Source: an optimization exercise on an open RTL-to-GDS flow (aim: small area and a short achievable clock period). Production flows keep margins and buffers that such runs may drop. Only simulation tests tie the RTL to the original design; equivalence was not proved. Power and IR drop assume default switching activity.

$ cat design/flow/config.mk
export PLATFORM = sky130hd
export DESIGN_NAME = sigmoid9slices
export DESIGN_NICKNAME = sigmoid9slices
export VERILOG_FILES = /design/flow/design.v
export SDC_FILE = /design/flow/constraint.sdc
export NUM_CORES = 4
export LEC_CHECK = 0
export ABC_AREA = 1
export CAP_MARGIN = 20
export CORE_MARGIN = 2
export CORE_UTILIZATION = 70
export SETUP_SLACK_MARGIN = 5
export SLEW_MARGIN = 20
$ cat design/flow/constraint.sdc
create_clock -name core_clock -period 8.0 [get_ports {clk}]
set_input_delay 1.6000 -clock core_clock [delete_from_list [all_inputs] [get_ports {clk}]]
set_output_delay 1.6000 -clock core_clock [all_outputs]
set_load 0.01 [all_outputs]
$ cat design/flow/design.v
`timescale 1ns / 1ps
module sigmoid9slices (
    input wire clk,
    input wire rst_n,
    input wire signed [15:0] x0_in,
    input wire signed [15:0] x1_in,
    input wire valid_in,
    output reg signed [15:0] y0_out,
    output reg signed [15:0] y1_out,
    output reg valid_out
);
    reg v1, v2;
    always @(posedge clk or negedge rst_n)
        if (!rst_n) begin v1 <= 1'b0; v2 <= 1'b0; valid_out <= 1'b0; end
        else begin v1 <= valid_in; v2 <= v1; valid_out <= v2; end
    function [5:0] dec(input [15:0] x);
        reg [14:0] u;
        reg g1, g2, g3, g4, g5;
        begin
            g1 = x[15] ? (x[14:0] <= 15'd31402) : (x[14:0] >= 15'd1365);
            g2 = x[15] ? (x[14:0] <= 15'd28671) : (x[14:0] >= 15'd4096);
            g3 = x[15] ? (x[14:0] <= 15'd25940) : (x[14:0] >= 15'd6827);
            g4 = x[15] ? (x[14:0] <= 15'd23210) : (x[14:0] >= 15'd9557);
            g5 = x[15] ? (x[14:0] <= 15'd20479) : (x[14:0] >= 15'd12288);
            dec = {g5, ~g1, g1 & ~g2, g2 & ~g3, g3 & ~g4, g4 & ~g5};
        end
    endfunction
    reg [12:0] a0, a1;   
    reg [5:0] c0, c1;
    always @(posedge clk) begin
        a0 <= {x0_in[15], x0_in[11:0]}; a1 <= {x1_in[15], x1_in[11:0]};
        c0 <= dec(x0_in); c1 <= dec(x1_in);
    end
    wire [10:0] xr0 = a0[10:0];
    wire [10:0] xn0 = ~a0[10:0];
    wire sat0 = c0[5];
    wire r0_0_0 = (c0[0] & xr0[0]) | (c0[1] & xn0[0]);
    wire r0_0_1 = c0[1];
    wire r0_1_0 = ((c0[0] | c0[2] | c0[3]) & xr0[0]) | (c0[1] & xn0[1]) | (c0[4] & xn0[0]);
    wire r0_1_1 = (c0[0] & xr0[1]) | c0[4];
    wire r0_2_0 = ((c0[0] | c0[2] | c0[3]) & xr0[1]) | (c0[1] & xn0[2]) | (c0[4] & xn0[1]);
    wire r0_2_1 = (c0[0] & xr0[2]);
    wire r0_3_0 = ((c0[0] | c0[2] | c0[3]) & xr0[2]) | (c0[1] & xn0[3]) | (c0[4] & xn0[2]);
    wire r0_3_1 = ((c0[0] | c0[1]) & xr0[0]);
    wire r0_3_2 = (c0[0] & xr0[3]);
    wire r0_4_0 = ((c0[0] | c0[2] | c0[3]) & xr0[3]) | (c0[1] & xn0[4]) | (c0[4] & xn0[0]);
    wire r0_4_1 = ((c0[0] | c0[1]) & xr0[1]) | (c0[3] & xr0[0]) | c0[4];
    wire r0_4_2 = (c0[0] & xr0[4]) | (c0[4] & xn0[3]);
    wire r0_5_0 = ((c0[0] | c0[2] | c0[3]) & xr0[4]) | (c0[1] & xr0[0]) | (c0[4] & xn0[1]);
    wire r0_5_1 = ((c0[0] | c0[1]) & xr0[2]) | (c0[3] & xr0[1]) | (c0[4] & xn0[4]);
    wire r0_5_2 = (c0[0] & xr0[5]) | (c0[1] & xn0[5]);
    wire r0_6_0 = ((c0[0] | c0[2] | c0[3]) & xr0[5]) | (c0[1] & xr0[1]) | (c0[4] & xn0[2]);
    wire r0_6_1 = ((c0[0] | c0[1]) & xr0[3]) | (c0[3] & xr0[0]) | (c0[4] & xn0[5]);
    wire r0_6_2 = (c0[0] & xr0[6]) | (c0[1] & xn0[6]) | (c0[3] & xr0[2]);
    wire r0_7_0 = ((c0[0] | c0[2] | c0[3]) & xr0[6]) | (c0[1] & xr0[2]) | (c0[4] & xn0[3]);
    wire r0_7_1 = ((c0[0] | c0[1]) & xr0[4]) | (c0[2] & xr0[0]) | (c0[3] & xr0[1]) | (c0[4] & xn0[6]);
    wire r0_7_2 = (c0[0] & xr0[7]) | (c0[1] & xn0[7]) | (c0[3] & xr0[3]);
    wire r0_8_0 = ((c0[0] | c0[2] | c0[3]) & xr0[7]) | (c0[1] & xr0[3]) | (c0[4] & xn0[4]);
    wire r0_8_1 = ((c0[0] | c0[1]) & xr0[5]) | (c0[2] & xr0[1]) | (c0[3] & xr0[0]) | (c0[4] & xn0[7]);
    wire r0_8_2 = (c0[0] & xr0[8]) | (c0[1] & xn0[8]) | (c0[3] & xr0[2]);
    wire r0_8_3 = (c0[3] & xr0[4]);
    wire r0_9_0 = ((c0[0] | c0[2] | c0[3]) & xr0[8]) | (c0[1] & xr0[4]) | (c0[4] & xr0[0]);
    wire r0_9_1 = ((c0[0] | c0[1]) & xr0[6]) | (c0[2] & xr0[2]) | (c0[3] & xr0[1]) | (c0[4] & xn0[5]);
    wire r0_9_2 = (c0[0] & xr0[9]) | (c0[1] & xn0[9]) | (c0[3] & xr0[3]) | (c0[4] & xn0[8]);
    wire r0_9_3 = (c0[3] & xr0[5]);
    wire r0_10_0 = ((c0[0] | c0[2] | c0[3]) & xr0[9]) | (c0[1] & xr0[5]) | (c0[4] & xr0[1]);
    wire r0_10_1 = ((c0[0] | c0[1]) & xr0[7]) | (c0[2] & xr0[3]) | (c0[3] & xr0[2]) | (c0[4] & xn0[6]);
    wire r0_10_2 = (c0[0] & xr0[10]) | (c0[1] & xn0[10]) | (c0[3] & xr0[4]) | (c0[4] & xn0[9]);
    wire r0_10_3 = (c0[3] & xr0[6]);
    wire r0_11_0 = ((c0[0] | c0[1]) & xr0[8]) | (c0[2] & xr0[4]) | (c0[3] & xr0[3]) | (c0[4] & xr0[2]) | (sat0 & (a0[12] | ~a0[12]));
    wire r0_11_1 = ((c0[0] | c0[2]) & xr0[10]) | (c0[1] & xr0[6]) | (c0[3] & xr0[5]) | (c0[4] & xn0[7]);
    wire r0_11_2 = ((c0[0] | c0[1]) & ((a0[12] & a0[11]) | (~a0[12] & a0[11]))) | c0[2] | (c0[3] & xr0[7]) | (c0[4] & xn0[10]);
    wire r0_11_3 = (c0[3] & ((a0[12] & ~a0[11] & a0[10]) | (~a0[12] & ~a0[11] & a0[10]) | (~a0[12] & a0[11] & a0[10])));
    wire r0_12_0 = ((c0[0] | c0[1]) & xr0[9]) | (c0[2] & xr0[5]) | (c0[3] & xr0[4]) | (c0[4] & xr0[3]) | (sat0 & (~a0[12]));
    wire r0_12_1 = (c0[0] & ((a0[12] & ~a0[11]) | (~a0[12] & a0[11]))) | (c0[1] & xr0[7]) | (c0[2] & ((a0[12] & a0[11]) | (~a0[12] & ~a0[11]))) | (c0[3] & xr0[6]) | (c0[4] & xn0[8]);
    wire r0_12_2 = (c0[1] & ((a0[12] & a0[11]) | (a0[12] & ~a0[11]))) | (c0[3] & xr0[8]) | (c0[4] & ((~a0[12] & ~a0[11])));
    wire r0_12_3 = (c0[3] & ((a0[12] & a0[11] & ~a0[10]) | (~a0[12] & a0[11] & ~a0[10]) | (~a0[12] & a0[11] & a0[10])));
    wire r0_13_0 = ((c0[0] | c0[1]) & xr0[10]) | (c0[2] & xr0[6]) | (c0[3] & xr0[5]) | (c0[4] & xr0[4]) | (sat0 & (a0[12]));
    wire r0_13_1 = (c0[0] & ((a0[12] & a0[11]))) | (c0[1] & xr0[8]) | (c0[2] & ((~a0[12] & a0[11]))) | (c0[3] & xr0[7]) | (c0[4] & xn0[9]);
    wire r0_13_2 = (c0[1] & ((~a0[12] & a0[11]) | (~a0[12] & ~a0[11]))) | (c0[3] & xr0[9]) | (c0[4] & ((~a0[12] & ~a0[11])));
    wire r0_13_3 = (c0[3] & ((a0[12] & ~a0[11] & ~a0[10]) | (a0[12] & ~a0[11] & a0[10]) | (a0[12] & a0[11] & ~a0[10])));
    wire r0_14_0 = (c0[0] & ((a0[12] & a0[11]) | (~a0[12] & ~a0[11]))) | (c0[1] & xr0[9]) | (c0[2] & xr0[7]) | (c0[3] & xr0[6]) | (c0[4] & xr0[5]) | (sat0 & (~a0[12]));
    wire r0_14_1 = (c0[1] & ((a0[12] & ~a0[11]) | (~a0[12] & a0[11]))) | (c0[2] & ((~a0[12] & ~a0[11]) | (~a0[12] & a0[11]))) | (c0[3] & xr0[8]) | (c0[4] & xn0[10]);
    wire r0_14_2 = (c0[3] & xr0[10]) | (c0[4] & ((~a0[12] & ~a0[11])));
    wire r0_14_3 = (c0[3] & ((~a0[12] & ~a0[11] & a0[10]) | (~a0[12] & a0[11] & ~a0[10]) | (~a0[12] & a0[11] & a0[10])));
    wire r0_15_0 = (c0[0] & ((~a0[12] & a0[11]))) | (c0[1] & xr0[10]) | (c0[2] & xr0[8]) | (c0[3] & xr0[7]) | (c0[4] & xr0[6]) | (sat0 & (~a0[12]));
    wire r0_15_1 = (c0[1] & ((~a0[12] & ~a0[11]))) | (c0[2] & ((a0[12] & ~a0[11]) | (a0[12] & a0[11]))) | (c0[3] & xr0[9]);
    wire r0_15_2 = (c0[3] & ((a0[12] & ~a0[11] & ~a0[10]) | (a0[12] & ~a0[11] & a0[10]) | (~a0[12] & a0[11] & ~a0[10]) | (~a0[12] & a0[11] & a0[10])));
    wire r0_16_0 = (c0[0] & ((~a0[12] & ~a0[11]) | (~a0[12] & a0[11]))) | (c0[1] & ((a0[12] & ~a0[11]) | (~a0[12] & a0[11]))) | (c0[2] & xr0[9]) | (c0[3] & xr0[8]) | (c0[4] & xr0[7]) | (sat0 & (~a0[12]));
    wire r0_16_1 = (c0[2] & ((a0[12] & ~a0[11]) | (a0[12] & a0[11]))) | (c0[3] & xr0[10]) | (c0[4] & ((~a0[12] & ~a0[11])));
    wire r0_16_2 = (c0[3] & ((a0[12] & ~a0[11] & ~a0[10]) | (a0[12] & ~a0[11] & a0[10]) | (~a0[12] & ~a0[11] & a0[10]) | (~a0[12] & a0[11] & ~a0[10]) | (~a0[12] & a0[11] & a0[10])));
    wire r0_17_0 = (c0[0] & ((~a0[12] & ~a0[11]) | (~a0[12] & a0[11]))) | ((c0[1] | c0[4]) & ((~a0[12] & ~a0[11]))) | (c0[2] & xr0[10]) | (c0[3] & xr0[9]) | (sat0 & (~a0[12]));
    wire r0_17_1 = (c0[2] & ((a0[12] & ~a0[11]) | (a0[12] & a0[11]))) | (c0[3] & ((a0[12] & ~a0[11] & ~a0[10]) | (a0[12] & ~a0[11] & a0[10]) | (a0[12] & a0[11] & ~a0[10]) | (~a0[12] & ~a0[11] & a0[10]))) | (c0[4] & xr0[8]);
    wire r0_18_0 = (c0[0] & ((~a0[12] & ~a0[11]) | (~a0[12] & a0[11]))) | (c0[1] & ((~a0[12] & a0[11]) | (~a0[12] & ~a0[11]))) | (c0[2] & ((a0[12] & ~a0[11]) | (~a0[12] & a0[11]))) | (c0[3] & xr0[10]) | (c0[4] & xr0[9]) | (sat0 & (~a0[12]));
    wire r0_18_1 = (c0[3] & ((a0[12] & ~a0[11] & ~a0[10]) | (a0[12] & ~a0[11] & a0[10]) | (~a0[12] & a0[11] & ~a0[10]) | (~a0[12] & a0[11] & a0[10]))) | (c0[4] & ((~a0[12] & ~a0[11])));
    wire r0_19_0 = (c0[0] & ((~a0[12] & ~a0[11]) | (~a0[12] & a0[11]))) | (c0[1] & ((~a0[12] & a0[11]) | (~a0[12] & ~a0[11]))) | (c0[2] & ((a0[12] & ~a0[11]) | (~a0[12] & ~a0[11]) | (~a0[12] & a0[11]))) | (c0[3] & ((~a0[12] & a0[11] & ~a0[10]) | (~a0[12] & a0[11] & a0[10]))) | (c0[4] & xr0[10]) | (sat0 & (~a0[12]));
    wire r0_19_1 = (c0[4] & ((~a0[12] & ~a0[11])));
    wire r0_20_0 = (c0[0] & ((~a0[12] & ~a0[11]) | (~a0[12] & a0[11]))) | (c0[1] & ((~a0[12] & a0[11]) | (~a0[12] & ~a0[11]))) | (c0[2] & ((a0[12] & ~a0[11]) | (~a0[12] & ~a0[11]) | (~a0[12] & a0[11]))) | (c0[3] & ((a0[12] & a0[11] & ~a0[10]))) | c0[4] | (sat0 & (~a0[12]));
    wire r0_21_0 = (c0[0] & ((~a0[12] & ~a0[11]) | (~a0[12] & a0[11]))) | (c0[1] & ((~a0[12] & a0[11]) | (~a0[12] & ~a0[11]))) | (c0[2] & ((a0[12] & ~a0[11]) | (~a0[12] & ~a0[11]) | (~a0[12] & a0[11]))) | (c0[3] & ((~a0[12] & ~a0[11] & a0[10]) | (~a0[12] & a0[11] & ~a0[10]) | (~a0[12] & a0[11] & a0[10]))) | (sat0 & (~a0[12]));
    wire h0_1s = r0_8_0 ^ r0_8_1;
    wire h0_1c = r0_8_0 & r0_8_1;
    wire f0_2s = r0_9_0 ^ r0_9_1 ^ r0_9_2;
    wire f0_2c = (r0_9_0 & r0_9_1) | (r0_9_0 & r0_9_2) | (r0_9_1 & r0_9_2);
    wire f0_3s = r0_10_0 ^ r0_10_1 ^ r0_10_2;
    wire f0_3c = (r0_10_0 & r0_10_1) | (r0_10_0 & r0_10_2) | (r0_10_1 & r0_10_2);
    wire f0_4s = r0_11_0 ^ r0_11_1 ^ r0_11_2;
    wire f0_4c = (r0_11_0 & r0_11_1) | (r0_11_0 & r0_11_2) | (r0_11_1 & r0_11_2);
    wire f0_5s = r0_12_0 ^ r0_12_1 ^ r0_12_2;
    wire f0_5c = (r0_12_0 & r0_12_1) | (r0_12_0 & r0_12_2) | (r0_12_1 & r0_12_2);
    wire f0_6s = r0_13_0 ^ r0_13_1 ^ r0_13_2;
    wire f0_6c = (r0_13_0 & r0_13_1) | (r0_13_0 & r0_13_2) | (r0_13_1 & r0_13_2);
    wire f0_7s = r0_14_0 ^ r0_14_1 ^ r0_14_2;
    wire f0_7c = (r0_14_0 & r0_14_1) | (r0_14_0 & r0_14_2) | (r0_14_1 & r0_14_2);
    wire h0_8s = r0_15_0 ^ r0_15_1;
    wire h0_8c = r0_15_0 & r0_15_1;
    wire h0_9s = r0_16_0 ^ r0_16_1;
    wire h0_9c = r0_16_0 & r0_16_1;
    wire h0_10s = r0_3_0 ^ r0_3_1;
    wire h0_10c = r0_3_0 & r0_3_1;
    wire f0_11s = r0_4_0 ^ r0_4_1 ^ r0_4_2;
    wire f0_11c = (r0_4_0 & r0_4_1) | (r0_4_0 & r0_4_2) | (r0_4_1 & r0_4_2);
    wire f0_12s = r0_5_0 ^ r0_5_1 ^ r0_5_2;
    wire f0_12c = (r0_5_0 & r0_5_1) | (r0_5_0 & r0_5_2) | (r0_5_1 & r0_5_2);
    wire f0_13s = r0_6_0 ^ r0_6_1 ^ r0_6_2;
    wire f0_13c = (r0_6_0 & r0_6_1) | (r0_6_0 & r0_6_2) | (r0_6_1 & r0_6_2);
    wire f0_14s = r0_7_0 ^ r0_7_1 ^ r0_7_2;
    wire f0_14c = (r0_7_0 & r0_7_1) | (r0_7_0 & r0_7_2) | (r0_7_1 & r0_7_2);
    wire f0_15s = r0_8_2 ^ r0_8_3 ^ h0_1s;
    wire f0_15c = (r0_8_2 & r0_8_3) | (r0_8_2 & h0_1s) | (r0_8_3 & h0_1s);
    wire f0_16s = r0_9_3 ^ h0_1c ^ f0_2s;
    wire f0_16c = (r0_9_3 & h0_1c) | (r0_9_3 & f0_2s) | (h0_1c & f0_2s);
    wire f0_17s = r0_10_3 ^ f0_2c ^ f0_3s;
    wire f0_17c = (r0_10_3 & f0_2c) | (r0_10_3 & f0_3s) | (f0_2c & f0_3s);
    wire f0_18s = r0_11_3 ^ f0_3c ^ f0_4s;
    wire f0_18c = (r0_11_3 & f0_3c) | (r0_11_3 & f0_4s) | (f0_3c & f0_4s);
    wire f0_19s = r0_12_3 ^ f0_4c ^ f0_5s;
    wire f0_19c = (r0_12_3 & f0_4c) | (r0_12_3 & f0_5s) | (f0_4c & f0_5s);
    wire f0_20s = r0_13_3 ^ f0_5c ^ f0_6s;
    wire f0_20c = (r0_13_3 & f0_5c) | (r0_13_3 & f0_6s) | (f0_5c & f0_6s);
    wire f0_21s = r0_14_3 ^ f0_6c ^ f0_7s;
    wire f0_21c = (r0_14_3 & f0_6c) | (r0_14_3 & f0_7s) | (f0_6c & f0_7s);
    wire f0_22s = r0_15_2 ^ f0_7c ^ h0_8s;
    wire f0_22c = (r0_15_2 & f0_7c) | (r0_15_2 & h0_8s) | (f0_7c & h0_8s);
    wire f0_23s = r0_16_2 ^ h0_8c ^ h0_9s;
    wire f0_23c = (r0_16_2 & h0_8c) | (r0_16_2 & h0_9s) | (h0_8c & h0_9s);
    wire f0_24s = r0_17_0 ^ r0_17_1 ^ h0_9c;
    wire f0_24c = (r0_17_0 & r0_17_1) | (r0_17_0 & h0_9c) | (r0_17_1 & h0_9c);
    wire h0_25s = r0_18_0 ^ r0_18_1;
    wire h0_25c = r0_18_0 & r0_18_1;
    wire h0_26s = r0_19_0 ^ r0_19_1;
    wire h0_26c = r0_19_0 & r0_19_1;
    wire lg0_27 = (r0_1_0 & r0_1_1) | ((r0_1_0 | r0_1_1) & (r0_0_0 & r0_0_1));
    wire lp0_27 = (r0_1_0 | r0_1_1) & (r0_0_0 | r0_0_1);
    wire lg0_28 = (r0_3_2 & h0_10s) | ((r0_3_2 | h0_10s) & (r0_2_0 & r0_2_1));
    wire lp0_28 = (r0_3_2 | h0_10s) & (r0_2_0 | r0_2_1);
    wire lg0_29 = (f0_11c & f0_12s) | ((f0_11c | f0_12s) & (h0_10c & f0_11s));
    wire lp0_29 = (f0_11c | f0_12s) & (h0_10c | f0_11s);
    wire lg0_30 = lg0_28 | (lp0_28 & lg0_27);
    wire lp0_30 = lp0_28 & lp0_27;
    wire lg0_31 = lg0_29 | (lp0_29 & lg0_30);
    wire lp0_31 = lp0_29 & lp0_30;
    wire lg0_32 = (f0_13c & f0_14s) | ((f0_13c | f0_14s) & (f0_12c & f0_13s));
    wire lp0_32 = (f0_13c | f0_14s) & (f0_12c | f0_13s);
    wire lg0_33 = (f0_15c & f0_16s) | ((f0_15c | f0_16s) & (f0_14c & f0_15s));
    wire lp0_33 = (f0_15c | f0_16s) & (f0_14c | f0_15s);
    wire lg0_34 = lg0_33 | (lp0_33 & lg0_32);
    wire lp0_34 = lp0_33 & lp0_32;
    wire lg0_35 = (f0_16c & f0_17s) | ((f0_16c | f0_17s) & lg0_34);
    wire lp0_35 = (f0_16c | f0_17s) & lp0_34;
    reg [10:0] sa0, sb0;
    reg lgl0, lgh0, lph0;   
    wire lc0 = lgh0 | (lph0 & lgl0);
    always @(posedge clk) begin
        sa0 <= {r0_21_0, r0_20_0, h0_25c, f0_24c, f0_23c, f0_22c, f0_21c, f0_20c, f0_19c, f0_18c, f0_17c};
        sb0 <= {1'b0, h0_26c, h0_26s, h0_25s, f0_24s, f0_23s, f0_22s, f0_21s, f0_20s, f0_19s, f0_18s};
        lgl0 <= lg0_31; lgh0 <= lg0_35; lph0 <= lp0_35;
    end
    wire [10:0] ys0;
    wire ys0_p0 = (sa0[0] ^ sb0[0]);
    wire ys0_p1 = (sa0[1] ^ sb0[1]);
    wire ys0_p2 = (sa0[2] ^ sb0[2]);
    wire ys0_p3 = (sa0[3] ^ sb0[3]);
    wire ys0_p4 = (sa0[4] ^ sb0[4]);
    wire ys0_p5 = (sa0[5] ^ sb0[5]);
    wire ys0_p6 = (sa0[6] ^ sb0[6]);
    wire ys0_p7 = (sa0[7] ^ sb0[7]);
    wire ys0_p8 = (sa0[8] ^ sb0[8]);
    wire ys0_p9 = (sa0[9] ^ sb0[9]);
    wire ys0_p10 = (sa0[10] ^ sb0[10]);
    wire ys0_g0 = (sa0[0] & sb0[0]) | (ys0_p0 & lc0);
    wire ys0_g1 = (sa0[1] & sb0[1]);
    wire ys0_g2 = (sa0[2] & sb0[2]);
    wire ys0_g3 = (sa0[3] & sb0[3]);
    wire ys0_g4 = (sa0[4] & sb0[4]);
    wire ys0_g5 = (sa0[5] & sb0[5]);
    wire ys0_g6 = (sa0[6] & sb0[6]);
    wire ys0_g7 = (sa0[7] & sb0[7]);
    wire ys0_g8 = (sa0[8] & sb0[8]);
    wire ys0_g9 = (sa0[9] & sb0[9]);
    wire ys0_g10 = (sa0[10] & sb0[10]);
    wire ys0_G36 = ys0_g1 | (ys0_p1 & ys0_g0);
    wire ys0_P36 = ys0_p1 & ys0_p0;
    wire ys0_G37 = ys0_g3 | (ys0_p3 & ys0_g2);
    wire ys0_P37 = ys0_p3 & ys0_p2;
    wire ys0_G38 = ys0_g5 | (ys0_p5 & ys0_g4);
    wire ys0_P38 = ys0_p5 & ys0_p4;
    wire ys0_G39 = ys0_g7 | (ys0_p7 & ys0_g6);
    wire ys0_P39 = ys0_p7 & ys0_p6;
    wire ys0_G40 = ys0_g9 | (ys0_p9 & ys0_g8);
    wire ys0_P40 = ys0_p9 & ys0_p8;
    wire ys0_G41 = ys0_G37 | (ys0_P37 & ys0_G36);
    wire ys0_P41 = ys0_P37 & ys0_P36;
    wire ys0_G42 = ys0_G39 | (ys0_P39 & ys0_G38);
    wire ys0_P42 = ys0_P39 & ys0_P38;
    wire ys0_G43 = ys0_G42 | (ys0_P42 & ys0_G41);
    wire ys0_P43 = ys0_P42 & ys0_P41;
    wire ys0_G44 = ys0_G38 | (ys0_P38 & ys0_G41);
    wire ys0_P44 = ys0_P38 & ys0_P41;
    wire ys0_G45 = ys0_G40 | (ys0_P40 & ys0_G43);
    wire ys0_P45 = ys0_P40 & ys0_P43;
    wire ys0_G46 = ys0_g2 | (ys0_p2 & ys0_G36);
    wire ys0_P46 = ys0_p2 & ys0_P36;
    wire ys0_G47 = ys0_g4 | (ys0_p4 & ys0_G41);
    wire ys0_P47 = ys0_p4 & ys0_P41;
    wire ys0_G48 = ys0_g6 | (ys0_p6 & ys0_G44);
    wire ys0_P48 = ys0_p6 & ys0_P44;
    wire ys0_G49 = ys0_g8 | (ys0_p8 & ys0_G43);
    wire ys0_P49 = ys0_p8 & ys0_P43;
    wire ys0_G50 = ys0_g10 | (ys0_p10 & ys0_G45);
    wire ys0_P50 = ys0_p10 & ys0_P45;
    assign ys0[0] = ys0_p0 ^ lc0;
    assign ys0[1] = ys0_p1 ^ ys0_g0;
    assign ys0[2] = ys0_p2 ^ ys0_G36;
    assign ys0[3] = ys0_p3 ^ ys0_G46;
    assign ys0[4] = ys0_p4 ^ ys0_G41;
    assign ys0[5] = ys0_p5 ^ ys0_G47;
    assign ys0[6] = ys0_p6 ^ ys0_G44;
    assign ys0[7] = ys0_p7 ^ ys0_G48;
    assign ys0[8] = ys0_p8 ^ ys0_G43;
    assign ys0[9] = ys0_p9 ^ ys0_G49;
    assign ys0[10] = ys0_p10 ^ ys0_G45;
    always @(posedge clk) y0_out <= {5'b0, ys0};
    wire [10:0] xr1 = a1[10:0];
    wire [10:0] xn1 = ~a1[10:0];
    wire sat1 = c1[5];
    wire r1_0_0 = (c1[0] & xr1[0]) | (c1[1] & xn1[0]);
    wire r1_0_1 = c1[1];
    wire r1_1_0 = ((c1[0] | c1[2] | c1[3]) & xr1[0]) | (c1[1] & xn1[1]) | (c1[4] & xn1[0]);
    wire r1_1_1 = (c1[0] & xr1[1]) | c1[4];
    wire r1_2_0 = ((c1[0] | c1[2] | c1[3]) & xr1[1]) | (c1[1] & xn1[2]) | (c1[4] & xn1[1]);
    wire r1_2_1 = (c1[0] & xr1[2]);
    wire r1_3_0 = ((c1[0] | c1[2] | c1[3]) & xr1[2]) | (c1[1] & xn1[3]) | (c1[4] & xn1[2]);
    wire r1_3_1 = ((c1[0] | c1[1]) & xr1[0]);
    wire r1_3_2 = (c1[0] & xr1[3]);
    wire r1_4_0 = ((c1[0] | c1[2] | c1[3]) & xr1[3]) | (c1[1] & xn1[4]) | (c1[4] & xn1[0]);
    wire r1_4_1 = ((c1[0] | c1[1]) & xr1[1]) | (c1[3] & xr1[0]) | c1[4];
    wire r1_4_2 = (c1[0] & xr1[4]) | (c1[4] & xn1[3]);
    wire r1_5_0 = ((c1[0] | c1[2] | c1[3]) & xr1[4]) | (c1[1] & xr1[0]) | (c1[4] & xn1[1]);
    wire r1_5_1 = ((c1[0] | c1[1]) & xr1[2]) | (c1[3] & xr1[1]) | (c1[4] & xn1[4]);
    wire r1_5_2 = (c1[0] & xr1[5]) | (c1[1] & xn1[5]);
    wire r1_6_0 = ((c1[0] | c1[2] | c1[3]) & xr1[5]) | (c1[1] & xr1[1]) | (c1[4] & xn1[2]);
    wire r1_6_1 = ((c1[0] | c1[1]) & xr1[3]) | (c1[3] & xr1[0]) | (c1[4] & xn1[5]);
    wire r1_6_2 = (c1[0] & xr1[6]) | (c1[1] & xn1[6]) | (c1[3] & xr1[2]);
    wire r1_7_0 = ((c1[0] | c1[2] | c1[3]) & xr1[6]) | (c1[1] & xr1[2]) | (c1[4] & xn1[3]);
    wire r1_7_1 = ((c1[0] | c1[1]) & xr1[4]) | (c1[2] & xr1[0]) | (c1[3] & xr1[1]) | (c1[4] & xn1[6]);
    wire r1_7_2 = (c1[0] & xr1[7]) | (c1[1] & xn1[7]) | (c1[3] & xr1[3]);
    wire r1_8_0 = ((c1[0] | c1[2] | c1[3]) & xr1[7]) | (c1[1] & xr1[3]) | (c1[4] & xn1[4]);
    wire r1_8_1 = ((c1[0] | c1[1]) & xr1[5]) | (c1[2] & xr1[1]) | (c1[3] & xr1[0]) | (c1[4] & xn1[7]);
    wire r1_8_2 = (c1[0] & xr1[8]) | (c1[1] & xn1[8]) | (c1[3] & xr1[2]);
    wire r1_8_3 = (c1[3] & xr1[4]);
    wire r1_9_0 = ((c1[0] | c1[2] | c1[3]) & xr1[8]) | (c1[1] & xr1[4]) | (c1[4] & xr1[0]);
    wire r1_9_1 = ((c1[0] | c1[1]) & xr1[6]) | (c1[2] & xr1[2]) | (c1[3] & xr1[1]) | (c1[4] & xn1[5]);
    wire r1_9_2 = (c1[0] & xr1[9]) | (c1[1] & xn1[9]) | (c1[3] & xr1[3]) | (c1[4] & xn1[8]);
    wire r1_9_3 = (c1[3] & xr1[5]);
    wire r1_10_0 = ((c1[0] | c1[2] | c1[3]) & xr1[9]) | (c1[1] & xr1[5]) | (c1[4] & xr1[1]);
    wire r1_10_1 = ((c1[0] | c1[1]) & xr1[7]) | (c1[2] & xr1[3]) | (c1[3] & xr1[2]) | (c1[4] & xn1[6]);
    wire r1_10_2 = (c1[0] & xr1[10]) | (c1[1] & xn1[10]) | (c1[3] & xr1[4]) | (c1[4] & xn1[9]);
    wire r1_10_3 = (c1[3] & xr1[6]);
    wire r1_11_0 = ((c1[0] | c1[1]) & xr1[8]) | (c1[2] & xr1[4]) | (c1[3] & xr1[3]) | (c1[4] & xr1[2]) | (sat1 & (a1[12] | ~a1[12]));
    wire r1_11_1 = ((c1[0] | c1[2]) & xr1[10]) | (c1[1] & xr1[6]) | (c1[3] & xr1[5]) | (c1[4] & xn1[7]);
    wire r1_11_2 = ((c1[0] | c1[1]) & ((a1[12] & a1[11]) | (~a1[12] & a1[11]))) | c1[2] | (c1[3] & xr1[7]) | (c1[4] & xn1[10]);
    wire r1_11_3 = (c1[3] & ((a1[12] & ~a1[11] & a1[10]) | (~a1[12] & ~a1[11] & a1[10]) | (~a1[12] & a1[11] & a1[10])));
    wire r1_12_0 = ((c1[0] | c1[1]) & xr1[9]) | (c1[2] & xr1[5]) | (c1[3] & xr1[4]) | (c1[4] & xr1[3]) | (sat1 & (~a1[12]));
    wire r1_12_1 = (c1[0] & ((a1[12] & ~a1[11]) | (~a1[12] & a1[11]))) | (c1[1] & xr1[7]) | (c1[2] & ((a1[12] & a1[11]) | (~a1[12] & ~a1[11]))) | (c1[3] & xr1[6]) | (c1[4] & xn1[8]);
    wire r1_12_2 = (c1[1] & ((a1[12] & a1[11]) | (a1[12] & ~a1[11]))) | (c1[3] & xr1[8]) | (c1[4] & ((~a1[12] & ~a1[11])));
    wire r1_12_3 = (c1[3] & ((a1[12] & a1[11] & ~a1[10]) | (~a1[12] & a1[11] & ~a1[10]) | (~a1[12] & a1[11] & a1[10])));
    wire r1_13_0 = ((c1[0] | c1[1]) & xr1[10]) | (c1[2] & xr1[6]) | (c1[3] & xr1[5]) | (c1[4] & xr1[4]) | (sat1 & (a1[12]));
    wire r1_13_1 = (c1[0] & ((a1[12] & a1[11]))) | (c1[1] & xr1[8]) | (c1[2] & ((~a1[12] & a1[11]))) | (c1[3] & xr1[7]) | (c1[4] & xn1[9]);
    wire r1_13_2 = (c1[1] & ((~a1[12] & a1[11]) | (~a1[12] & ~a1[11]))) | (c1[3] & xr1[9]) | (c1[4] & ((~a1[12] & ~a1[11])));
    wire r1_13_3 = (c1[3] & ((a1[12] & ~a1[11] & ~a1[10]) | (a1[12] & ~a1[11] & a1[10]) | (a1[12] & a1[11] & ~a1[10])));
    wire r1_14_0 = (c1[0] & ((a1[12] & a1[11]) | (~a1[12] & ~a1[11]))) | (c1[1] & xr1[9]) | (c1[2] & xr1[7]) | (c1[3] & xr1[6]) | (c1[4] & xr1[5]) | (sat1 & (~a1[12]));
    wire r1_14_1 = (c1[1] & ((a1[12] & ~a1[11]) | (~a1[12] & a1[11]))) | (c1[2] & ((~a1[12] & ~a1[11]) | (~a1[12] & a1[11]))) | (c1[3] & xr1[8]) | (c1[4] & xn1[10]);
    wire r1_14_2 = (c1[3] & xr1[10]) | (c1[4] & ((~a1[12] & ~a1[11])));
    wire r1_14_3 = (c1[3] & ((~a1[12] & ~a1[11] & a1[10]) | (~a1[12] & a1[11] & ~a1[10]) | (~a1[12] & a1[11] & a1[10])));
    wire r1_15_0 = (c1[0] & ((~a1[12] & a1[11]))) | (c1[1] & xr1[10]) | (c1[2] & xr1[8]) | (c1[3] & xr1[7]) | (c1[4] & xr1[6]) | (sat1 & (~a1[12]));
    wire r1_15_1 = (c1[1] & ((~a1[12] & ~a1[11]))) | (c1[2] & ((a1[12] & ~a1[11]) | (a1[12] & a1[11]))) | (c1[3] & xr1[9]);
    wire r1_15_2 = (c1[3] & ((a1[12] & ~a1[11] & ~a1[10]) | (a1[12] & ~a1[11] & a1[10]) | (~a1[12] & a1[11] & ~a1[10]) | (~a1[12] & a1[11] & a1[10])));
    wire r1_16_0 = (c1[0] & ((~a1[12] & ~a1[11]) | (~a1[12] & a1[11]))) | (c1[1] & ((a1[12] & ~a1[11]) | (~a1[12] & a1[11]))) | (c1[2] & xr1[9]) | (c1[3] & xr1[8]) | (c1[4] & xr1[7]) | (sat1 & (~a1[12]));
    wire r1_16_1 = (c1[2] & ((a1[12] & ~a1[11]) | (a1[12] & a1[11]))) | (c1[3] & xr1[10]) | (c1[4] & ((~a1[12] & ~a1[11])));
    wire r1_16_2 = (c1[3] & ((a1[12] & ~a1[11] & ~a1[10]) | (a1[12] & ~a1[11] & a1[10]) | (~a1[12] & ~a1[11] & a1[10]) | (~a1[12] & a1[11] & ~a1[10]) | (~a1[12] & a1[11] & a1[10])));
    wire r1_17_0 = (c1[0] & ((~a1[12] & ~a1[11]) | (~a1[12] & a1[11]))) | ((c1[1] | c1[4]) & ((~a1[12] & ~a1[11]))) | (c1[2] & xr1[10]) | (c1[3] & xr1[9]) | (sat1 & (~a1[12]));
    wire r1_17_1 = (c1[2] & ((a1[12] & ~a1[11]) | (a1[12] & a1[11]))) | (c1[3] & ((a1[12] & ~a1[11] & ~a1[10]) | (a1[12] & ~a1[11] & a1[10]) | (a1[12] & a1[11] & ~a1[10]) | (~a1[12] & ~a1[11] & a1[10]))) | (c1[4] & xr1[8]);
    wire r1_18_0 = (c1[0] & ((~a1[12] & ~a1[11]) | (~a1[12] & a1[11]))) | (c1[1] & ((~a1[12] & a1[11]) | (~a1[12] & ~a1[11]))) | (c1[2] & ((a1[12] & ~a1[11]) | (~a1[12] & a1[11]))) | (c1[3] & xr1[10]) | (c1[4] & xr1[9]) | (sat1 & (~a1[12]));
    wire r1_18_1 = (c1[3] & ((a1[12] & ~a1[11] & ~a1[10]) | (a1[12] & ~a1[11] & a1[10]) | (~a1[12] & a1[11] & ~a1[10]) | (~a1[12] & a1[11] & a1[10]))) | (c1[4] & ((~a1[12] & ~a1[11])));
    wire r1_19_0 = (c1[0] & ((~a1[12] & ~a1[11]) | (~a1[12] & a1[11]))) | (c1[1] & ((~a1[12] & a1[11]) | (~a1[12] & ~a1[11]))) | (c1[2] & ((a1[12] & ~a1[11]) | (~a1[12] & ~a1[11]) | (~a1[12] & a1[11]))) | (c1[3] & ((~a1[12] & a1[11] & ~a1[10]) | (~a1[12] & a1[11] & a1[10]))) | (c1[4] & xr1[10]) | (sat1 & (~a1[12]));
    wire r1_19_1 = (c1[4] & ((~a1[12] & ~a1[11])));
    wire r1_20_0 = (c1[0] & ((~a1[12] & ~a1[11]) | (~a1[12] & a1[11]))) | (c1[1] & ((~a1[12] & a1[11]) | (~a1[12] & ~a1[11]))) | (c1[2] & ((a1[12] & ~a1[11]) | (~a1[12] & ~a1[11]) | (~a1[12] & a1[11]))) | (c1[3] & ((a1[12] & a1[11] & ~a1[10]))) | c1[4] | (sat1 & (~a1[12]));
    wire r1_21_0 = (c1[0] & ((~a1[12] & ~a1[11]) | (~a1[12] & a1[11]))) | (c1[1] & ((~a1[12] & a1[11]) | (~a1[12] & ~a1[11]))) | (c1[2] & ((a1[12] & ~a1[11]) | (~a1[12] & ~a1[11]) | (~a1[12] & a1[11]))) | (c1[3] & ((~a1[12] & ~a1[11] & a1[10]) | (~a1[12] & a1[11] & ~a1[10]) | (~a1[12] & a1[11] & a1[10]))) | (sat1 & (~a1[12]));
    wire h1_51s = r1_8_0 ^ r1_8_1;
    wire h1_51c = r1_8_0 & r1_8_1;
    wire f1_52s = r1_9_0 ^ r1_9_1 ^ r1_9_2;
    wire f1_52c = (r1_9_0 & r1_9_1) | (r1_9_0 & r1_9_2) | (r1_9_1 & r1_9_2);
    wire f1_53s = r1_10_0 ^ r1_10_1 ^ r1_10_2;
    wire f1_53c = (r1_10_0 & r1_10_1) | (r1_10_0 & r1_10_2) | (r1_10_1 & r1_10_2);
    wire f1_54s = r1_11_0 ^ r1_11_1 ^ r1_11_2;
    wire f1_54c = (r1_11_0 & r1_11_1) | (r1_11_0 & r1_11_2) | (r1_11_1 & r1_11_2);
    wire f1_55s = r1_12_0 ^ r1_12_1 ^ r1_12_2;
    wire f1_55c = (r1_12_0 & r1_12_1) | (r1_12_0 & r1_12_2) | (r1_12_1 & r1_12_2);
    wire f1_56s = r1_13_0 ^ r1_13_1 ^ r1_13_2;
    wire f1_56c = (r1_13_0 & r1_13_1) | (r1_13_0 & r1_13_2) | (r1_13_1 & r1_13_2);
    wire f1_57s = r1_14_0 ^ r1_14_1 ^ r1_14_2;
    wire f1_57c = (r1_14_0 & r1_14_1) | (r1_14_0 & r1_14_2) | (r1_14_1 & r1_14_2);
    wire h1_58s = r1_15_0 ^ r1_15_1;
    wire h1_58c = r1_15_0 & r1_15_1;
    wire h1_59s = r1_16_0 ^ r1_16_1;
    wire h1_59c = r1_16_0 & r1_16_1;
    wire h1_60s = r1_3_0 ^ r1_3_1;
    wire h1_60c = r1_3_0 & r1_3_1;
    wire f1_61s = r1_4_0 ^ r1_4_1 ^ r1_4_2;
    wire f1_61c = (r1_4_0 & r1_4_1) | (r1_4_0 & r1_4_2) | (r1_4_1 & r1_4_2);
    wire f1_62s = r1_5_0 ^ r1_5_1 ^ r1_5_2;
    wire f1_62c = (r1_5_0 & r1_5_1) | (r1_5_0 & r1_5_2) | (r1_5_1 & r1_5_2);
    wire f1_63s = r1_6_0 ^ r1_6_1 ^ r1_6_2;
    wire f1_63c = (r1_6_0 & r1_6_1) | (r1_6_0 & r1_6_2) | (r1_6_1 & r1_6_2);
    wire f1_64s = r1_7_0 ^ r1_7_1 ^ r1_7_2;
    wire f1_64c = (r1_7_0 & r1_7_1) | (r1_7_0 & r1_7_2) | (r1_7_1 & r1_7_2);
    wire f1_65s = r1_8_2 ^ r1_8_3 ^ h1_51s;
    wire f1_65c = (r1_8_2 & r1_8_3) | (r1_8_2 & h1_51s) | (r1_8_3 & h1_51s);
    wire f1_66s = r1_9_3 ^ h1_51c ^ f1_52s;
    wire f1_66c = (r1_9_3 & h1_51c) | (r1_9_3 & f1_52s) | (h1_51c & f1_52s);
    wire f1_67s = r1_10_3 ^ f1_52c ^ f1_53s;
    wire f1_67c = (r1_10_3 & f1_52c) | (r1_10_3 & f1_53s) | (f1_52c & f1_53s);
    wire f1_68s = r1_11_3 ^ f1_53c ^ f1_54s;
    wire f1_68c = (r1_11_3 & f1_53c) | (r1_11_3 & f1_54s) | (f1_53c & f1_54s);
    wire f1_69s = r1_12_3 ^ f1_54c ^ f1_55s;
    wire f1_69c = (r1_12_3 & f1_54c) | (r1_12_3 & f1_55s) | (f1_54c & f1_55s);
    wire f1_70s = r1_13_3 ^ f1_55c ^ f1_56s;
    wire f1_70c = (r1_13_3 & f1_55c) | (r1_13_3 & f1_56s) | (f1_55c & f1_56s);
    wire f1_71s = r1_14_3 ^ f1_56c ^ f1_57s;
    wire f1_71c = (r1_14_3 & f1_56c) | (r1_14_3 & f1_57s) | (f1_56c & f1_57s);
    wire f1_72s = r1_15_2 ^ f1_57c ^ h1_58s;
    wire f1_72c = (r1_15_2 & f1_57c) | (r1_15_2 & h1_58s) | (f1_57c & h1_58s);
    wire f1_73s = r1_16_2 ^ h1_58c ^ h1_59s;
    wire f1_73c = (r1_16_2 & h1_58c) | (r1_16_2 & h1_59s) | (h1_58c & h1_59s);
    wire f1_74s = r1_17_0 ^ r1_17_1 ^ h1_59c;
    wire f1_74c = (r1_17_0 & r1_17_1) | (r1_17_0 & h1_59c) | (r1_17_1 & h1_59c);
    wire h1_75s = r1_18_0 ^ r1_18_1;
    wire h1_75c = r1_18_0 & r1_18_1;
    wire h1_76s = r1_19_0 ^ r1_19_1;
    wire h1_76c = r1_19_0 & r1_19_1;
    wire lg1_77 = (r1_1_0 & r1_1_1) | ((r1_1_0 | r1_1_1) & (r1_0_0 & r1_0_1));
    wire lp1_77 = (r1_1_0 | r1_1_1) & (r1_0_0 | r1_0_1);
    wire lg1_78 = (r1_3_2 & h1_60s) | ((r1_3_2 | h1_60s) & (r1_2_0 & r1_2_1));
    wire lp1_78 = (r1_3_2 | h1_60s) & (r1_2_0 | r1_2_1);
    wire lg1_79 = (f1_61c & f1_62s) | ((f1_61c | f1_62s) & (h1_60c & f1_61s));
    wire lp1_79 = (f1_61c | f1_62s) & (h1_60c | f1_61s);
    wire lg1_80 = lg1_78 | (lp1_78 & lg1_77);
    wire lp1_80 = lp1_78 & lp1_77;
    wire lg1_81 = lg1_79 | (lp1_79 & lg1_80);
    wire lp1_81 = lp1_79 & lp1_80;
    wire lg1_82 = (f1_63c & f1_64s) | ((f1_63c | f1_64s) & (f1_62c & f1_63s));
    wire lp1_82 = (f1_63c | f1_64s) & (f1_62c | f1_63s);
    wire lg1_83 = (f1_65c & f1_66s) | ((f1_65c | f1_66s) & (f1_64c & f1_65s));
    wire lp1_83 = (f1_65c | f1_66s) & (f1_64c | f1_65s);
    wire lg1_84 = lg1_83 | (lp1_83 & lg1_82);
    wire lp1_84 = lp1_83 & lp1_82;
    wire lg1_85 = (f1_66c & f1_67s) | ((f1_66c | f1_67s) & lg1_84);
    wire lp1_85 = (f1_66c | f1_67s) & lp1_84;
    reg [10:0] sa1, sb1;
    reg lgl1, lgh1, lph1;   
    wire lc1 = lgh1 | (lph1 & lgl1);
    always @(posedge clk) begin
        sa1 <= {r1_21_0, r1_20_0, h1_75c, f1_74c, f1_73c, f1_72c, f1_71c, f1_70c, f1_69c, f1_68c, f1_67c};
        sb1 <= {1'b0, h1_76c, h1_76s, h1_75s, f1_74s, f1_73s, f1_72s, f1_71s, f1_70s, f1_69s, f1_68s};
        lgl1 <= lg1_81; lgh1 <= lg1_85; lph1 <= lp1_85;
    end
    wire [10:0] ys1;
    wire ys1_p0 = (sa1[0] ^ sb1[0]);
    wire ys1_p1 = (sa1[1] ^ sb1[1]);
    wire ys1_p2 = (sa1[2] ^ sb1[2]);
    wire ys1_p3 = (sa1[3] ^ sb1[3]);
    wire ys1_p4 = (sa1[4] ^ sb1[4]);
    wire ys1_p5 = (sa1[5] ^ sb1[5]);
    wire ys1_p6 = (sa1[6] ^ sb1[6]);
    wire ys1_p7 = (sa1[7] ^ sb1[7]);
    wire ys1_p8 = (sa1[8] ^ sb1[8]);
    wire ys1_p9 = (sa1[9] ^ sb1[9]);
    wire ys1_p10 = (sa1[10] ^ sb1[10]);
    wire ys1_g0 = (sa1[0] & sb1[0]) | (ys1_p0 & lc1);
    wire ys1_g1 = (sa1[1] & sb1[1]);
    wire ys1_g2 = (sa1[2] & sb1[2]);
    wire ys1_g3 = (sa1[3] & sb1[3]);
    wire ys1_g4 = (sa1[4] & sb1[4]);
    wire ys1_g5 = (sa1[5] & sb1[5]);
    wire ys1_g6 = (sa1[6] & sb1[6]);
    wire ys1_g7 = (sa1[7] & sb1[7]);
    wire ys1_g8 = (sa1[8] & sb1[8]);
    wire ys1_g9 = (sa1[9] & sb1[9]);
    wire ys1_g10 = (sa1[10] & sb1[10]);
    wire ys1_G86 = ys1_g1 | (ys1_p1 & ys1_g0);
    wire ys1_P86 = ys1_p1 & ys1_p0;
    wire ys1_G87 = ys1_g3 | (ys1_p3 & ys1_g2);
    wire ys1_P87 = ys1_p3 & ys1_p2;
    wire ys1_G88 = ys1_g5 | (ys1_p5 & ys1_g4);
    wire ys1_P88 = ys1_p5 & ys1_p4;
    wire ys1_G89 = ys1_g7 | (ys1_p7 & ys1_g6);
    wire ys1_P89 = ys1_p7 & ys1_p6;
    wire ys1_G90 = ys1_g9 | (ys1_p9 & ys1_g8);
    wire ys1_P90 = ys1_p9 & ys1_p8;
    wire ys1_G91 = ys1_G87 | (ys1_P87 & ys1_G86);
    wire ys1_P91 = ys1_P87 & ys1_P86;
    wire ys1_G92 = ys1_G89 | (ys1_P89 & ys1_G88);
    wire ys1_P92 = ys1_P89 & ys1_P88;
    wire ys1_G93 = ys1_G92 | (ys1_P92 & ys1_G91);
    wire ys1_P93 = ys1_P92 & ys1_P91;
    wire ys1_G94 = ys1_G88 | (ys1_P88 & ys1_G91);
    wire ys1_P94 = ys1_P88 & ys1_P91;
    wire ys1_G95 = ys1_G90 | (ys1_P90 & ys1_G93);
    wire ys1_P95 = ys1_P90 & ys1_P93;
    wire ys1_G96 = ys1_g2 | (ys1_p2 & ys1_G86);
    wire ys1_P96 = ys1_p2 & ys1_P86;
    wire ys1_G97 = ys1_g4 | (ys1_p4 & ys1_G91);
    wire ys1_P97 = ys1_p4 & ys1_P91;
    wire ys1_G98 = ys1_g6 | (ys1_p6 & ys1_G94);
    wire ys1_P98 = ys1_p6 & ys1_P94;
    wire ys1_G99 = ys1_g8 | (ys1_p8 & ys1_G93);
    wire ys1_P99 = ys1_p8 & ys1_P93;
    wire ys1_G100 = ys1_g10 | (ys1_p10 & ys1_G95);
    wire ys1_P100 = ys1_p10 & ys1_P95;
    assign ys1[0] = ys1_p0 ^ lc1;
    assign ys1[1] = ys1_p1 ^ ys1_g0;
    assign ys1[2] = ys1_p2 ^ ys1_G86;
    assign ys1[3] = ys1_p3 ^ ys1_G96;
    assign ys1[4] = ys1_p4 ^ ys1_G91;
    assign ys1[5] = ys1_p5 ^ ys1_G97;
    assign ys1[6] = ys1_p6 ^ ys1_G94;
    assign ys1[7] = ys1_p7 ^ ys1_G98;
    assign ys1[8] = ys1_p8 ^ ys1_G93;
    assign ys1[9] = ys1_p9 ^ ys1_G99;
    assign ys1[10] = ys1_p10 ^ ys1_G95;
    always @(posedge clk) y1_out <= {5'b0, ys1};
endmodule
$ cat design/flow/flow/run.sh
#!/bin/bash
# Standard layout, with plain buffers (instead of delay cells) on the ports, and the
# timing repair aimed at a setup slack of 5.0 ns.
set -e
export BUFFER_PORTS_ARGS="-buffer_cell sky130_fd_sc_hd__buf_2"
bash standard.sh finish SETUP_SLACK_MARGIN=5.0 > standard.log 2>&1
$ cat design/flow/standard.sh
#!/bin/bash
# synth_recipe.tcl (not shown) runs the flow's synth.tcl, then flattens the netlist and writes it again
# the make line also repeats each setting of config.mk as NAME=value (left out here)
make -C /OpenROAD-flow-scripts/flow DESIGN_CONFIG=/design/flow/config.mk WORK_HOME=/design/flow/orfs CLKGATE_MAP_FILE= SYNTH_SCRIPT=/design/flow/synth_recipe.tcl "${@:-finish}"
==> results of run 1 <==
-- cell type report --
class | count | area [um2] | area share (%)
Multi-Input combinational cell | 666 | 4380 | 55.4
Tap cell | 136 | 170 | 2.15
Timing Repair Buffer | 59 | 300 | 3.80
Clock inverter | 6 | 78.8 | 0.998
Clock buffer | 10 | 128 | 1.62
Sequential cell | 111 | 2240 | 28.3
Inverter | 161 | 608 | 7.70
-- power by group --
part	internal, uW	switching (uW)
registers	686	79.0
logic	273	400
clock network	150	194
total	1110	673
-- per-layer routing --
layer / wire, um / global-route usage, % / up-vias / part of all wire [%]
li1: - / - / 3204 / -
met1: 7680 / 44.2 / 3148 / 41
met2: 8740 / 57.0 / 470 / 46
met3: 1820 / 6.20 / 80 / 9.6
met4: 658 / 14.9 / 0 / 3.5
met5: 0 / 0 / - / 0
-- flip-flops by register name (all words and copies together), names as in the netlist, 6 cells and up --
register	count
sb1	10
sa1	11
c0	6
sa0	11
a1	13
sb0	10
y1_out	11
c1	6
a0	13
y0_out	11
-- final timing paths --
| path | start | end | slack (ps) | cells past startpoint |
|---|---|---|---|---|
| worst min register to register | v1$_DFF_PN0_ | v2$_DFF_PN0_ | 380 | 0 |
| min in group asynchronous | rst_n | v2$_DFF_PN0_ | 980 | 1 |
| worst min-delay path | v1$_DFF_PN0_ | v2$_DFF_PN0_ | 380 | 0 |
| worst max register to register | c0[0]$_DFF_P_ | lgh0$_DFF_P_ | 5160 | 12 |
| worst max-delay path | c0[0]$_DFF_P_ | lgh0$_DFF_P_ | 5160 | 12 |
| max in group asynchronous | rst_n | v1$_DFF_PN0_ | 6910 | 1 |
-- cells in the final DEF, fill, tap and decap left out, types with 3 or more instances in the layout --
cell,n
o221ai_1,8
a21oi_1,51
dfrtp_1,3
ha_1,38
nor2_1,77
fa_1,52
clkinvlp_4,3
nand2_2,3
o21ai_1,4
dfxtp_1,106
o21ai_0,37
o22ai_1,25
o211ai_1,10
o21a_1,3
nand3_1,43
clkbuf_8,9
a211oi_1,8
a21boi_0,3
xor2_1,6
conb_1,10
a2111oi_2,6
a221oi_1,4
inv_2,4
a21o_1,4
o2111ai_1,6
nand4_1,6
inv_1,156
nor3_1,14
nand2_1,220
buf_2,57
-- cells by family (layout without fill, tap and decap cells) --
group           after synthesis  in the layout  synth area share (%)
simple gates                381            381                  21.8
buf+inv                     194            236                  11.0
compound gates              177            177                  15.5
flops                       111            111                  30.3
fa+ha+maj                    90             90                  20.5
xor+xnor                      8              8                 0.949
other cells                   1             10                0.0508
-- repair_timing --
item / CTS / global route
hold buffers: 0 / 0
buffers inserted: 0 / 2
gates resized for setup: 0 / 5
endpoints found under the setup margin: 0 / 6
-- stage by stage --
stage	setup WS, ps	area, um2	std cells	hold WS [ps]	utilization [%]
after global routing	4990	7900	1149	384	76.9
final	5160	7900	1149	376	76.9
after CTS	5030	7880	1147	382	76.6
after detailed placement	5030	7670	1131	350	74.6
after floorplan	5440	7420	971	331	-
after global placement	5170	7670	1131	344	74.6
==> impl_metrics.py, run 1 <==
metrics = {
    "status": {
        "status": "no timing/DRC/antenna violations",
    },
    "setup_path": {
        "cp_slowest_cell": "fa_1",
        "critPathCaptureType": "register",
        "crit_required_ps": 8330,
        "startpoint_type": "register",
        "critPathKind": "reg -> reg",
        "path_delay_family": "adder cells",
        "crit_arrival_ps": 3170,
        "worstPathCellList": "nor2_1 > nand2_2 > nand2_1 > o221ai_1 > fa_1 > inv_1 > fa_1 > nand2_1 > nand2_1 > a21oi_1 > a21oi_1 > a21oi_1",
        "crit_buf_inv": 1,
        "cp_max_fo": 13,
        "critPathMaxStageDelay_ps": 570,
    },
    "logic_synthesis": {
        "synth_edf_count": 0,
        "syn-cell-area_mm2": 0.00739,
        "yosysTopAreaCell": "dfxtp_1",
        "synth_common_cells": "nand2_1, inv_1, dfxtp_1, nor2_1, fa_1",
        "synth_top_area_share_pct": 29.3,
        "ys_seq_area_share_pct": 30.3,
        "yosys_warnings": 1,
        "synth.top_cells.by_area": "dfxtp_1, fa_1, nand2_1",
        "async_flop_share_pct": 2.70,
        "synth_most_common_cell": "nand2_1",
        "synth.distinct_cells": 49,
        "synth-main-ff-cell": "dfxtp_1",
        "yosys_register_bits": 111,
        "syn_area_per_cell_um2": 7.68,
        "netlist_instances": 962,
    },
    "sta": {
        "hold_viol": 0,
        "max_freq_mhz": 353,
        "final.setup.tns_ps": 0,
        "period_needed_ps": 2840,
        "tightest_slew_ps": 702,
        "grt_setup_unrepaired": "yes",
        "drv_slew": 0,
        "slew_headroom_pct": 52.0,
        "fin_crit_sh_pct": 35.4,
        "skew_ps": 17.3,
        "setup_viol": 0,
    },
    "cts": {
        "clkTransAtPathRegs_ps": 110,
        "clock_path_buffers": 2,
        "clock-sinks": 111,
        "h-tree-depth": 3,
        "cts_buffers": 9,
        "cts_tree": "done",
        "root_buffer": "clkbuf_8",
        "clk-insertion-delay-late_ps": 390,
    },
    "place": {
        "dp_hpwl_um": 14800,
        "io_buffer_count": 57,
        "gp_congestion": 1.02,
    },
    "finish": {
        "fillers": 713,
        "areaGrowthSynthToFinish_pct": 6.96,
        "drive_gt1_share_pct": 9.87,
        "antenna_cells": 0,
        "nets": 1133,
    },
    "floorplan": {
        "pin_count": 68,
        "die_w_um": 107,
        "die-area_mm2": 0.0114,
        "rows": 37,
        "core_area_mm2": 0.0103,
        "chipHeight_um": 107,
        "start_util_pct": 71.9,
    },
    "pwr": {
        "power.total_uw": 1780,
        "powerDensity_mw_per_mm2": 226,
        "p_leak_uw": 0.00412,
        "max-vdd-ir-drop_mv": 0.195,
    },
    "routing": {
        "vias": 6902,
        "drc": 0,
        "via_per_inst": 6.01,
        "drt_first_iter_violations": 843,
        "routed_wirelength_um": 18900,
        "drt_pre_antenna_iters": 7,
        "routedWlPerCell_um": 16.5,
        "postRouteAntennaNets": 0,
    },
    "grt": {
        "overflow": 0,
        "antenna_found_initial": 0,
        "track_usage_pct": 34.4,
        "grt_max_degree": 20,
        "grt_pass1_vias": 6639,
        "grt_pass1_wl_um": 31200,
    },
    "job": {
        "drv_cap": 0,
    },
    "worst_hold_path": {
        "hold_path_class": "reg -> reg",
    },
}
==> run 2: changes to the inputs <==
==> design/flow/flow/run.sh (replaced) <==
#!/bin/bash
# Standard layout, with plain buffers (instead of delay cells) on the ports, and the
# timing repair aimed at a setup slack of 5.6 ns. The make output goes to standard.log,
# each ORFS step's full log to orfs/logs/.
set -e
export BUFFER_PORTS_ARGS="-buffer_cell sky130_fd_sc_hd__buf_1"
bash standard.sh finish SETUP_SLACK_MARGIN=5.6 > standard.log 2>&1
--- a/design/flow/config.mk
+++ b/design/flow/config.mk
@@ -8,6 +8,6 @@
 export ABC_AREA = 1
 export CAP_MARGIN = 20
 export CORE_MARGIN = 2
-export CORE_UTILIZATION = 70
+export CORE_UTILIZATION = 80
 export SETUP_SLACK_MARGIN = 5
 export SLEW_MARGIN = 20
==> run 2 against run 1 <==
Compared with the run above:
- the run now fails in 5_1_grt
- synthesized cell count unchanged
- area after synthesis unchanged
==> impl_metrics.py, run 2 <==
metrics = {
    "logic_synthesis": {
        "yosys_register_bits": 111,
        "syn-cell-area_mm2": 0.00739,
        "synth.distinct_cells": 49,
        "synth_top_area_share_pct": 29.3,
        "synth.top_cells.by_area": "dfxtp_1, fa_1, nand2_1",
        "synth_common_cells": "nand2_1, inv_1, dfxtp_1, nor2_1, fa_1",
        "async_flop_share_pct": 2.70,
        "syn_area_per_cell_um2": 7.68,
        "yosysTopAreaCell": "dfxtp_1",
        "synth-main-ff-cell": "dfxtp_1",
        "netlist_instances": 962,
        "ys_seq_area_share_pct": 30.3,
        "synth_edf_count": 0,
        "yosys_warnings": 1,
        "synth_most_common_cell": "nand2_1",
    },
    "cts": {
        "clock_path_buffers": 2,
        "root_buffer": "clkbuf_8",
        "clock-sinks": 111,
        "h-tree-depth": 3,
        "cts_buffers": 9,
    },
    "place": {
        "dp_hpwl_um": 14500,
        "place_area_mm2": 0.00758,
        "preCtsSetupSlack_ps": 5000,
        "io_buffer_count": 57,
        "gp_congestion": 1.05,
    },
    "grt": {
        "grt_max_degree": 20,
        "antenna_found_initial": 5,
        "overflow": 13,
        "track_usage_pct": 76.4,
    },
    "sta": {
        "worst_endpoint": "lgh1$_DFF_P_/D",
        "worst-ep-kind": "sequential cell input",
    },
    "status": {
        "lastStage": "5_1_grt",
        "status": "aborted with a tool error",
        "error": "[ERROR GRT-0232] Routing congestion too high. Check the congestion heatmap in the GUI.",
    },
    "floorplan": {
        "start_util_pct": 81.1,
        "pin_count": 68,
        "rows": 35,
        "die_w_um": 100,
        "chipHeight_um": 100,
    },
}
run 2: stage by stage:
stage          std cells  utilization [%]
4_1_cts             1148             89.7
3_5_place_dp        1106             83.2
3_3_place_gp        1106             83.2
2_1_floorplan        971                -
run 2: per-layer routing:
metal / GRT usage [%] / overflow
met5: 25.1 / 0
met4: 80.2 / 8
met3: 61.2 / 0
met2: 91.3 / 5
met1: 76.3 / 0
run 2: cell families after synthesis:
| kind of cell | Yosys count | share of synthesized area, % |
|---|---|---|
| and+or+nand+nor | 381 | 21.8 |
| AOI/OAI and AO/OA | 177 | 15.5 |
| adders and majority gates | 90 | 20.5 |
| DFF | 111 | 30.3 |
| buffers and inverters | 194 | 11.0 |
| xor gates and xnor gates | 8 | 0.949 |
| other | 1 | 0.0508 |
run 2: power by group through the flow:
stage / logic [uW] / registers, uW / clock network, uW
3_5_place_dp: 635 / 776 / 0
4_1_cts: 711 / 760 / 314
3_3_place_gp: 569 / 765 / 0
2_1_floorplan: 430 / 773 / 0
run 2: worst max path at each step:
| stage | startpoint | endpoint | slack [ps] | depth (start not counted) |
|---|---|---|---|---|
| 2_1_floorplan | c1[3]$_DFF_P_ | lgh1$_DFF_P_ | 5610 | 9 |
| 3_3_place_gp | c1[1]$_DFF_P_ | lgh1$_DFF_P_ | 5230 | 10 |
| 3_5_place_dp | c0[1]$_DFF_P_ | lgh0$_DFF_P_ | 5000 | 10 |
| 4_1_cts | valid_out$_DFF_PN0_ | valid_out | 5510 | 1 |
run 2: what timing repair did:
item                       CTS
hold endpoints to repair     0
pin swaps                   11
hold buffers                 0
cloned                       0
gates resized for setup     75
setup buffers               27
setup endpoints to repair   48
==> run 3: changes to the inputs <==
--- a/design/flow/design.v
+++ b/design/flow/design.v
@@ -13,15 +13,28 @@
     always @(posedge clk or negedge rst_n)
         if (!rst_n) begin v1 <= 1'b0; v2 <= 1'b0; valid_out <= 1'b0; end
         else begin v1 <= valid_in; v2 <= v1; valid_out <= v2; end
+    function [4:0] thr(input [14:0] u);
+        reg lo155, lo2ab, g1, g2, g3, g4, g5;
+        begin
+            lo155 = u[9] | (u[8] & u[7]) | (u[8] & u[6] & (u[5] | (u[4] & u[3]) | (u[4] & u[2] & (u[1] | u[0]))));
+            lo2ab = u[10] | (u[9] & u[8]) | (u[9] & u[7] & (u[6] | (u[5] & u[4]) | (u[5] & u[3] & (u[2] | (u[1] & u[0])))));
+            g2 = u[14] | u[13] | u[12];
+            g5 = u[14] | (u[13] & u[12]);
+            g1 = g2 | u[11] | (u[10] & lo155);
+            g3 = u[14] | u[13] | (u[12] & u[11] & lo2ab);
+            g4 = u[14] | (u[13] & (u[12] | u[11] | (u[10] & lo155)));
+            thr = {g5, g4, g3, g2, g1};
+        end
+    endfunction
     function [5:0] dec(input [15:0] x);
         reg [14:0] u;
         reg g1, g2, g3, g4, g5;
+        reg [4:0] gp, gn;
         begin
-            g1 = x[15] ? (x[14:0] <= 15'd31402) : (x[14:0] >= 15'd1365);
-            g2 = x[15] ? (x[14:0] <= 15'd28671) : (x[14:0] >= 15'd4096);
-            g3 = x[15] ? (x[14:0] <= 15'd25940) : (x[14:0] >= 15'd6827);
-            g4 = x[15] ? (x[14:0] <= 15'd23210) : (x[14:0] >= 15'd9557);
-            g5 = x[15] ? (x[14:0] <= 15'd20479) : (x[14:0] >= 15'd12288);
+            u = x[14:0];
+            gp = thr(u);
+            gn = thr(~u);
+            {g5, g4, g3, g2, g1} = x[15] ? gn : gp;
             dec = {g5, ~g1, g1 & ~g2, g2 & ~g3, g3 & ~g4, g4 & ~g5};
         end
     endfunction
==> design/flow/flow/run.sh (replaced) <==
#!/bin/bash
# Standard layout, with plain buffers (instead of delay cells) on the ports, and the
# timing repair aimed at a setup slack of 5.6 ns. The make output goes to standard.log,
# each ORFS step's full log to orfs/logs/.
set -e
export BUFFER_PORTS_ARGS="-buffer_cell sky130_fd_sc_hd__buf_2"
bash standard.sh finish SETUP_SLACK_MARGIN=5.6 > standard.log 2>&1
--- a/design/flow/config.mk
+++ b/design/flow/config.mk
@@ -8,6 +8,6 @@
 export ABC_AREA = 1
 export CAP_MARGIN = 20
 export CORE_MARGIN = 2
-export CORE_UTILIZATION = 80
+export CORE_UTILIZATION = 70
 export SETUP_SLACK_MARGIN = 5
 export SLEW_MARGIN = 20
==> run 3 against run 2 <==
Compared with the run above:
- the run now finishes clean
- area after synthesis shrank 5.5%
- synthesized cell count fell by 12%
==> impl_metrics.py, run 3 <==
metrics = {
    "routing": {
        "drt_pre_antenna_iters": 6,
        "drc": 0,
        "routedWlPerCell_um": 17.9,
        "drt_first_iter_violations": 637,
        "via_per_inst": 6.06,
    },
    "floorplan": {
        "rows": 36,
        "die-area_mm2": 0.0108,
        "start_util_pct": 71.7,
        "die_w_um": 104,
        "core_area_mm2": 0.00973,
        "pin_count": 68,
        "chipHeight_um": 104,
    },
    "cts": {
        "cts_buffers": 9,
        "h-tree-depth": 3,
        "ctsHoldBuffers": 0,
        "clock-sinks": 111,
        "clkTransAtPathRegs_ps": 100,
        "clock_path_buffers": 2,
        "clk-insertion-delay-late_ps": 400,
        "root_buffer": "clkbuf_8",
    },
    "logic_synthesis": {
        "yosys_register_bits": 111,
        "syn-cell-area_mm2": 0.00698,
        "synth_common_cells": "nand2_1, inv_1, dfxtp_1, a21oi_1, nor2_1",
        "synth_edf_count": 0,
        "ys_seq_area_share_pct": 32.1,
        "synth_most_common_cell": "nand2_1",
        "yosysTopAreaCell": "dfxtp_1",
        "syn_area_per_cell_um2": 8.20,
        "synth-main-ff-cell": "dfxtp_1",
        "async_flop_share_pct": 2.70,
        "yosys_warnings": 1,
        "synth_top_area_share_pct": 31.0,
        "synth.distinct_cells": 45,
        "netlist_instances": 851,
        "synth.top_cells.by_area": "dfxtp_1, fa_1, nand2_1",
    },
    "finish": {
        "final_cell_count_no_fill": 1066,
        "areaGrowthSynthToFinish_pct": 15.7,
        "fillers": 581,
        "antenna_cells": 0,
        "nets": 1053,
        "stdcell_area_mm2": 0.00807,
        "final_common_cell": "nand2_1",
    },
    "setup_path": {
        "critPathMaxStageDelay_ps": 390,
        "reg2reg_depth": 7,
        "cp_slowest_cell": "dfrtp_1",
        "cp_max_fo": 1,
        "startpoint_type": "register",
        "crit_required_ps": 6400,
        "worstPathCellList": "buf_2",
        "critPathKind": "reg -> out",
    },
    "sta": {
        "skew_ps": 9.88,
        "drv_slew": 0,
        "max_freq_mhz": 397,
        "tightest_slew_ps": 528,
        "grt_setup_unrepaired": "yes",
        "setup_viol": 0,
        "hold_viol": 0,
        "final.setup.tns_ps": 0,
    },
    "status": {
        "status": "no timing/DRC/antenna violations",
    },
    "grt": {
        "grt_pass1_vias": 6383,
        "antenna_found_initial": 0,
        "overflow": 0,
        "track_usage_pct": 34.7,
        "grt_max_degree": 22,
    },
    "place": {
        "place_inst": 1016,
        "io_buffer_count": 57,
        "gp_congestion": 0.959,
        "dp_hpwl_um": 13400,
        "place_area_mm2": 0.00722,
    },
    "worst_hold_path": {
        "hold_path_class": "reg -> reg",
        "hp-start": "v1$_DFF_PN0_",
    },
}
==> run 3: changes by cell type after synthesis, sizes merged, moves of 8 or more <==
cell / before / now
inv: 161 / 135
o21ai: 41 / 49
nand3: 43 / 24
nor3: 16 / 8
o22ai: 25 / 16
nor2: 80 / 55
nand2: 223 / 192
==> run 3: per-layer routing <==
layer	vias to the layer above	GRT usage [%]	routed length, um
li1	2923	-	-
met1	2989	44.4	7580
met2	462	54.4	9000
met3	86	7.93	1800
met4	0	19.4	750
met5	-	0	0
==> run 3: worst max-delay path by stage <==
stage / from / end / slack, ps / cells past startpoint
after detailed placement: c1[1]$_DFF_P_ / sb1[2]$_DFF_P_ / 5010 / 6
after CTS: valid_out$_DFF_PN0_ / valid_out / 5470 / 1
after global placement: c1[1]$_DFF_P_ / sb1[2]$_DFF_P_ / 5120 / 6
after floorplan: a1[12]$_DFF_P_ / sb1[3]$_DFF_P_ / 5640 / 7
after global routing: a0[8]$_DFF_P_ / lgh0$_DFF_P_ / 5450 / 11
final: valid_out$_DFF_PN0_ / valid_out / 5480 / 1
==> run 3: timing repair <==
item,4_1_cts,5_1_grt
pin swaps,3,14
resized for setup,49,69
buffers inserted,14,20
setup endpoints to repair,45,37
==> run 3: layout make-up <==
type	count	area (um2)	area share, %
clock buffer	9	124	1.54
clock inverter	7	80.1	0.992
inverter	135	553	6.85
multi-input combinational	580	4230	52.5
sequential	111	2310	28.6
tap	133	166	2.06
timing repair buffer	91	601	7.44
==> run 3: where the power goes <==
part	total, uW	internal (uW)	switching [uW]
Sequential	772	692	80.3
Clock	349	150	200
Combinational	765	331	433
==> run 3: logic make-up (layout without fill, tap and decap cells) <==
group           count (synthesis)  after routing  share of synthesized area [%]
simple gates                  290            290                           17.2
compound gates                182            182                           17.1
buf+inv                       169            242                           10.8
flops                         111            111                           32.1
fa+ha+maj                      90             90                           21.7
xor+xnor                        8              8                           1.00
other cells                     1             10                         0.0538
==> run 3: worst reg2reg max path: stages (launching register included) <==
cell       delay, ps
dfxtp_4          420
inv_1            120
ha_1             390
o22ai_2          130
a2111oi_4        270
fa_1             470
inv_1             90
fa_1             420
==> run 3: stage by stage <==
step / hold slack (ps) / setup WS [ps]
4_1_cts: 382 / 5470
3_3_place_gp: 344 / 5120
6_report: 384 / 5480
3_5_place_dp: 359 / 5010
2_1_floorplan: 331 / 5640
5_1_grt: 385 / 5450

afterwards: timing with drivers on the ports:
No port has a modelled driver above. Below, the same layouts with a new extraction and two added sets of constraints.
Step 1 sets driving cells, clkbuf_16 on the clock port and buf_2 on the other inputs (assumed; they add their load-dependent delay and slew).
Step 2 times the ports against the registers' clock, not the clock port: input delays grow and output delays shrink by t, the midpoint of the rising clock arrivals with the driver on.
Slacks: no drivers / after step 1 / after step 2; pairs: no drivers / after step 1.
run	t, ns	slack for setup (ns)
run 1	0.415	5.164 / 5.164 / 5.164
run 3	0.436	5.478 / 5.441 / 5.381
After both steps setup and hold are still met in every run listed.
